Context: an optimization exercise on an open-source flow, tuned for small area, a short achievable clock period and few clock cycles. The choices shown serve that exercise and are no tape-out recipe. Power and IR drop assume default switching activity.

Design FPU, start of the top module:
module FPU(clk, rstn, ctl, x1, x2, y, ready, en);
    input clk, rstn;
    input [4:0] ctl;
    input [31:0] x1, x2;
    input en;
    output reg ready;
    output [31:0] y;
    wire op_add   = (ctl == 5'd0) | (ctl == 5'd1);
    wire op_mul   = (ctl == 5'd2) | (ctl == 5'd20);
    wire op_fhalf = (ctl == 5'd5);
    wire op_ftoi  = (ctl == 5'd6);
    wire op_itof  = (ctl == 5'd7);
    wire op_floor = (ctl == 5'd8);
    wire op_feq   = (ctl == 5'd9);
    wire op_fle   = (ctl == 5'd10);
    wire op_fabs  = (ctl == 5'd11);
    wire op_fneg  = (ctl == 5'd12);
    wire op_fless = (ctl == 5'd13);
    wire op_fmin  = (ctl == 5'd14);
    wire op_fmax  = (ctl == 5'd15);
    wire op_fisz  = (ctl == 5'd16);
    wire op_fisp  = (ctl == 5'd17);
    wire op_fisn  = (ctl == 5'd18);
    wire lt = (x1[30:0] <  x2[30:0]);
    wire eq = (x1[30:0] == x2[30:0]);
    wire [26:0] m_ra, m_rb;
    wire m_cin;
    wire [31:0] mb = ctl[4] ? x1 : x2;
    fmul_s1 u_mul1 (.a(x1[22:0]), .b(mb[22:0]), .ra(m_ra), .rb(m_rb), .cin(m_cin));
    wire [9:0] m_ye0 = x1[30:23] + mb[30:23] + 10'd129;
    wire m_zero = ~(|x1[30:23]) | ~(|mb[30:23]);
    wire m_inf  = (&x1[30:23]) | (&mb[30:23]);
    wire m_ys   = x1[31] ^ mb[31];
    wire [26:0] a_S;
    wire [24:0] a_R;
    wire [7:0]  a_le;
    wire a_effsub, a_bs, a_ls, a_near, a_spec;
    wire [31:0] a_spec_y;
    wire [31:0] tsh;
    wire [31:0] mx;
    fadd_s1 u_add1 (.x1(x1), .x2(x2), .sub(ctl[0]), .ge(~lt), .is_ftoi(ctl[2]), .mx(mx[30:0]),
                    .tsh(tsh), .S(a_S), .R(a_R), .le(a_le),
                    .effsub(a_effsub), .bs(a_bs), .ls(a_ls), .isnear(a_near),
                    .spec(a_spec), .spec_y(a_spec_y));
    wire [31:0] half_v, ftoi_v, itof_v, floor_v;
    wire fmin_x1;
    wire half_i, ftoi_i, itof_i, floor_i;
    wire feq_y, fle_y, fless_y;
    fhalf_u u_half (.x(x1), .v(half_v), .inc(half_i));
    ftoi_u  u_ftoi (.x(x1), .t(tsh), .v(ftoi_v), .inc(ftoi_i));
    itof_u  u_itof (.x(x1), .v(itof_v), .inc(itof_i));
    floor_u u_floor(.x(x1), .v(floor_v), .inc(floor_i));
    fcmp_u  u_cmp  (.x1(x1), .x2(x2), .lt(lt), .eq(eq), .feq(feq_y), .fle(fle_y),
                    .fless(fless_y), .fmin_x1(fmin_x1));
  ...
Size: ~5800 cells after synthesis, about 110 I/O pins.
Settings: LEC_CHECK=0, CAP_MARGIN=20, CORE_MARGIN=2, CORE_UTILIZATION=40, SETUP_SLACK_MARGIN=3, SLEW_MARGIN=20; clock period 10.0 ns.
standard.sh (not shown) runs the stock make flow with config.mk's settings and CLKGATE_MAP_FILE= SYNTH_SCRIPT=/design/flow/synth_recipe.tcl, a recipe that flattens the netlist after the stock synthesis.
==> flow/flow/run.sh <==
#!/bin/bash
# The standard layout (standard.sh: ORFS synthesis to finish, same
# constraints and settings), with three changes to how it is made:
#  - ADDER_MAP_FILE empty: synthesis does not pre-map full and half adders
#    into adder cells before abc, so abc sees whole carry paths and keeps the
#    parallel-prefix adders instead of relaxing them into ripple chains;
#  - MATCH_CELL_FOOTPRINT=0: the resizer may swap a cell for any drive
#    strength of the same function (sky130hd's platform file limits it to
#    cells of the same footprint);
#  - the port buffers that buffer_ports puts on every input and output start
#    as buf_4 instead of a delay buffer.
# Registers, their names and cell types are those of the standard synthesis.
# The whole make output goes to make.log; ORFS's per-step logs stay under
# orfs/logs.
set -euo pipefail
bash standard.sh ADDER_MAP_FILE= MATCH_CELL_FOOTPRINT=0 \
    "BUFFER_PORTS_ARGS=-buffer_cell sky130_fd_sc_hd__buf_4" finish > make.log 2>&1
Rerun with:
==> flow/flow/run.sh (replaced) <==
#!/bin/bash
# The standard layout (standard.sh: ORFS synthesis to finish, same
# constraints and settings), with two changes to how it is made:
#  - MATCH_CELL_FOOTPRINT=0: the resizer may swap a cell for any drive
#    strength of the same function (sky130hd's platform file limits it to
#    cells of the same footprint, so most gates cannot be upsized);
#  - the port buffers that buffer_ports puts on every input and output start
#    as buf_4 instead of a delay buffer.
# The whole make output goes to make.log; ORFS's per-step logs stay under
# orfs/logs.
set -euo pipefail
bash standard.sh MATCH_CELL_FOOTPRINT=0 \
    "BUFFER_PORTS_ARGS=-buffer_cell sky130_fd_sc_hd__buf_4" finish > make.log 2>&1
CORE_UTILIZATION = 55   (was 40)
Sequential cell count does not change.
Die area went down by about 33%.
Clock-buffer cell count went up by 2.
Rerun with:
CORE_UTILIZATION = 40   (was 55)
Effect:
- The changed run completed with no timing, DRC or antenna violations
- global-route usage fell by 12 points
- synthesized cell count does not change
- cell area went up by 0.78%
- hold slack hardly moves
- non-clock buffer count is higher by 14
Rerun with:
==> flow/flow/run.sh (replaced) <==
#!/bin/bash
# The standard layout (standard.sh: ORFS synthesis to finish, same
# constraints; config.mk's settings, among them ABC_AREA 1, apply as usual),
# with three changes to how it is made:
#  - ADDER_MAP_FILE empty: synthesis does not pre-map full and half adders
#    into adder cells before abc, so abc maps whole carry paths and keeps the
#    parallel-prefix adders instead of relaxing them into ripple chains;
#  - MATCH_CELL_FOOTPRINT=0: the resizer may swap a cell for any drive
#    strength of the same function (sky130hd's platform file limits it to
#    cells of the same footprint);
#  - the port buffers that buffer_ports puts on every input and output start
#    as buf_4 instead of a delay buffer.
# Registers, their names and cell types are those of the standard synthesis.
# The whole make output goes to make.log; ORFS's per-step logs stay under
# orfs/logs.
set -euo pipefail
bash standard.sh ADDER_MAP_FILE= MATCH_CELL_FOOTPRINT=0 \
    "BUFFER_PORTS_ARGS=-buffer_cell sky130_fd_sc_hd__buf_4" finish > make.log 2>&1
ABC_AREA = 1   (was not set)
SETUP_SLACK_MARGIN = 4   (was 3)
After rerunning: Hold slack is worse by 0.045 ns. Via count climbs by a quarter to a third. Power went up by roughly a tenth. Core utilization rose by 1.0 points. Sequential share of layout area drops by 0.27 points. Final cell count increases by well over a third. Wire length went up by about a fifth. Sequential cell count stays the same. Clock-buffer cell count shrinks by 1.
No run of this note included a check of the RTL's function; only the layout flow was run.

========
## old
Starting RTL as in the previous note.
// FPU
module FPU(clk, rstn, ctl, x1, x2, y, ready, en);
    input clk, rstn;
    input [4:0] ctl;
    input [31:0] x1, x2;
    input en;
    output reg ready;
    output [31:0] y;
    wire op_add   = (ctl == 5'd0) | (ctl == 5'd1);
    wire op_mul   = (ctl == 5'd2) | (ctl == 5'd20);
    wire op_fhalf = (ctl == 5'd5);
    wire op_ftoi  = (ctl == 5'd6);
    wire op_itof  = (ctl == 5'd7);
    wire op_floor = (ctl == 5'd8);
    wire op_feq   = (ctl == 5'd9);
    wire op_fle   = (ctl == 5'd10);
    wire op_fabs  = (ctl == 5'd11);
    wire op_fneg  = (ctl == 5'd12);
    wire op_fless = (ctl == 5'd13);
    wire op_fmin  = (ctl == 5'd14);
    wire op_fmax  = (ctl == 5'd15);
    wire op_fisz  = (ctl == 5'd16);
    wire op_fisp  = (ctl == 5'd17);
    wire op_fisn  = (ctl == 5'd18);
    wire lt = (x1[30:0] <  x2[30:0]);
    wire eq = (x1[30:0] == x2[30:0]);
    wire [26:0] m_ra, m_rb;
    wire m_cin;
    wire [31:0] mb = ctl[4] ? x1 : x2;
    fmul_s1 u_mul1 (.a(x1[22:0]), .b(mb[22:0]), .ra(m_ra), .rb(m_rb), .cin(m_cin));
    wire [9:0] m_ye0 = x1[30:23] + mb[30:23] + 10'd129;
    wire m_zero = ~(|x1[30:23]) | ~(|mb[30:23]);
    wire m_inf  = (&x1[30:23]) | (&mb[30:23]);
    wire m_ys   = x1[31] ^ mb[31];
    wire [26:0] a_S;
    wire [24:0] a_R;
    wire [7:0]  a_le;
    wire a_effsub, a_bs, a_ls, a_near, a_spec;
    wire [31:0] a_spec_y;
    wire [31:0] tsh;
    wire [31:0] mx;
    fadd_s1 u_add1 (.x1(x1), .x2(x2), .sub(ctl[0]), .ge(~lt), .is_ftoi(ctl[2]), .mx(mx[30:0]),
                    .tsh(tsh), .S(a_S), .R(a_R), .le(a_le),
                    .effsub(a_effsub), .bs(a_bs), .ls(a_ls), .isnear(a_near),
                    .spec(a_spec), .spec_y(a_spec_y));
    wire [31:0] half_v, ftoi_v, itof_v, floor_v;
    wire fmin_x1;
    wire half_i, ftoi_i, itof_i, floor_i;
    wire feq_y, fle_y, fless_y;
    fhalf_u u_half (.x(x1), .v(half_v), .inc(half_i));
    ftoi_u  u_ftoi (.x(x1), .t(tsh), .v(ftoi_v), .inc(ftoi_i));
    itof_u  u_itof (.x(x1), .v(itof_v), .inc(itof_i));
    floor_u u_floor(.x(x1), .v(floor_v), .inc(floor_i));
    fcmp_u  u_cmp  (.x1(x1), .x2(x2), .lt(lt), .eq(eq), .feq(feq_y), .fle(fle_y),
                    .fless(fless_y), .fmin_x1(fmin_x1));
    wire pick_x1 = ctl[3] ? (fmin_x1 ^ ctl[0]) : ~lt;
  ...
==> flow/config.mk <==
export PLATFORM = sky130hd
export DESIGN_NAME = FPU
export DESIGN_NICKNAME = FPU
export VERILOG_FILES = /design/flow/design.v
export SDC_FILE = /design/flow/constraint.sdc
export NUM_CORES = 4
export LEC_CHECK = 0
export CAP_MARGIN = 20
export CORE_MARGIN = 2
export CORE_UTILIZATION = 40
export SETUP_SLACK_MARGIN = 3.25
export SLEW_MARGIN = 20
==> flow/constraint.sdc <==
create_clock -name core_clock -period 10.0 [get_ports {clk}]
set_input_delay 2.0000 -clock core_clock [delete_from_list [all_inputs] [get_ports {clk}]]
set_output_delay 2.0000 -clock core_clock [all_outputs]
set_load 0.01 [all_outputs]
==> flow/flow/run.sh <==
#!/bin/bash
# The standard layout (standard.sh: ORFS synthesis to finish, same
# constraints and settings), with two changes to how it is made:
#  - MATCH_CELL_FOOTPRINT=0: the resizer may swap a cell for any drive
#    strength of the same function (sky130hd's platform file limits it to
#    cells of the same footprint, so most gates cannot be upsized);
#  - the port buffers that buffer_ports puts on every input and output start
#    as buf_4 instead of a delay buffer.
# The whole make output goes to make.log; ORFS's per-step logs stay under
# orfs/logs.
set -euo pipefail
bash standard.sh MATCH_CELL_FOOTPRINT=0 \
    "BUFFER_PORTS_ARGS=-buffer_cell sky130_fd_sc_hd__buf_4" finish > make.log 2>&1
old | stages: all done | timing, DRC, antenna: all pass
## Diff of input files: new against old
Settings: CAP_MARGIN: 20 -> 5; SLEW_MARGIN: 20 -> 5; SETUP_SLACK_MARGIN: 3.25 -> 3.
==> comparison <==
- When the final numbers for new and old were put side by side, the sum of buffers and inverters on the critical path turned out to be greater in new.
- Looking at total design power, new sits 110 uW lower than old does.
- Per the comparison of new with old, clock power now smaller, worst endpoint data arrival time increased by 0.14 ns relative to the old numbers.
- old and new ended up with roughly the same full die area.
- Count of cells resized by post-cts repair ends up higher on old.
- Non-clock buffer count in new vs old: up 13
- From old to new the numbers moved as follows: fraction of standard cell area in multi-input logic shows a reduction of 0.22 points, met2 layer usage reported by global route dropped 1.5 points, maximum frequency now smaller.
No run of this note included a check of the RTL's function; only the layout flow was run.

==> separate check: timing with driven ports <==
No port has a modelled driver above. Below, the same layouts with a new extraction and two added sets of constraints. Step 1, drivers: a clkbuf_16 drives clk and a buf_2 each remaining input, both assumed. Step 2 times the ports against the registers' clock, not the clock port: input delays grow and output delays shrink by t, the midpoint of the rising clock arrivals with the driver on. a / b / c = no drivers / after step 1 / after step 2; a / b = the first two.
run	t, ns	setup WS [ns]	worst setup path after step 2	worst data-port slew with drivers (ns)	pins driven straight from the clock port
the first run of note 1	0.546	2.878 / 2.817 / 2.600	input to register	0.23	1
the second run of note 1	0.509	2.842 / 2.812 / 2.335	input to register	0.08	1
the third run of note 1	0.528	2.689 / 2.625 / 2.383	input to register	0.17	1
the fourth run of note 1	0.554	3.955 / 3.882 / 3.507	input to register	0.11	1
old	0.535	2.777 / 2.721 / 2.432	input to register	0.08	1
new	0.522	2.640 / 2.581 / 2.464	input to register	0.08	1
After both steps setup and hold are still met in every run listed. The setup slack of the second run of note 1, which loses most, moves by -0.030 ns with the drivers and by -0.507 ns with both steps.
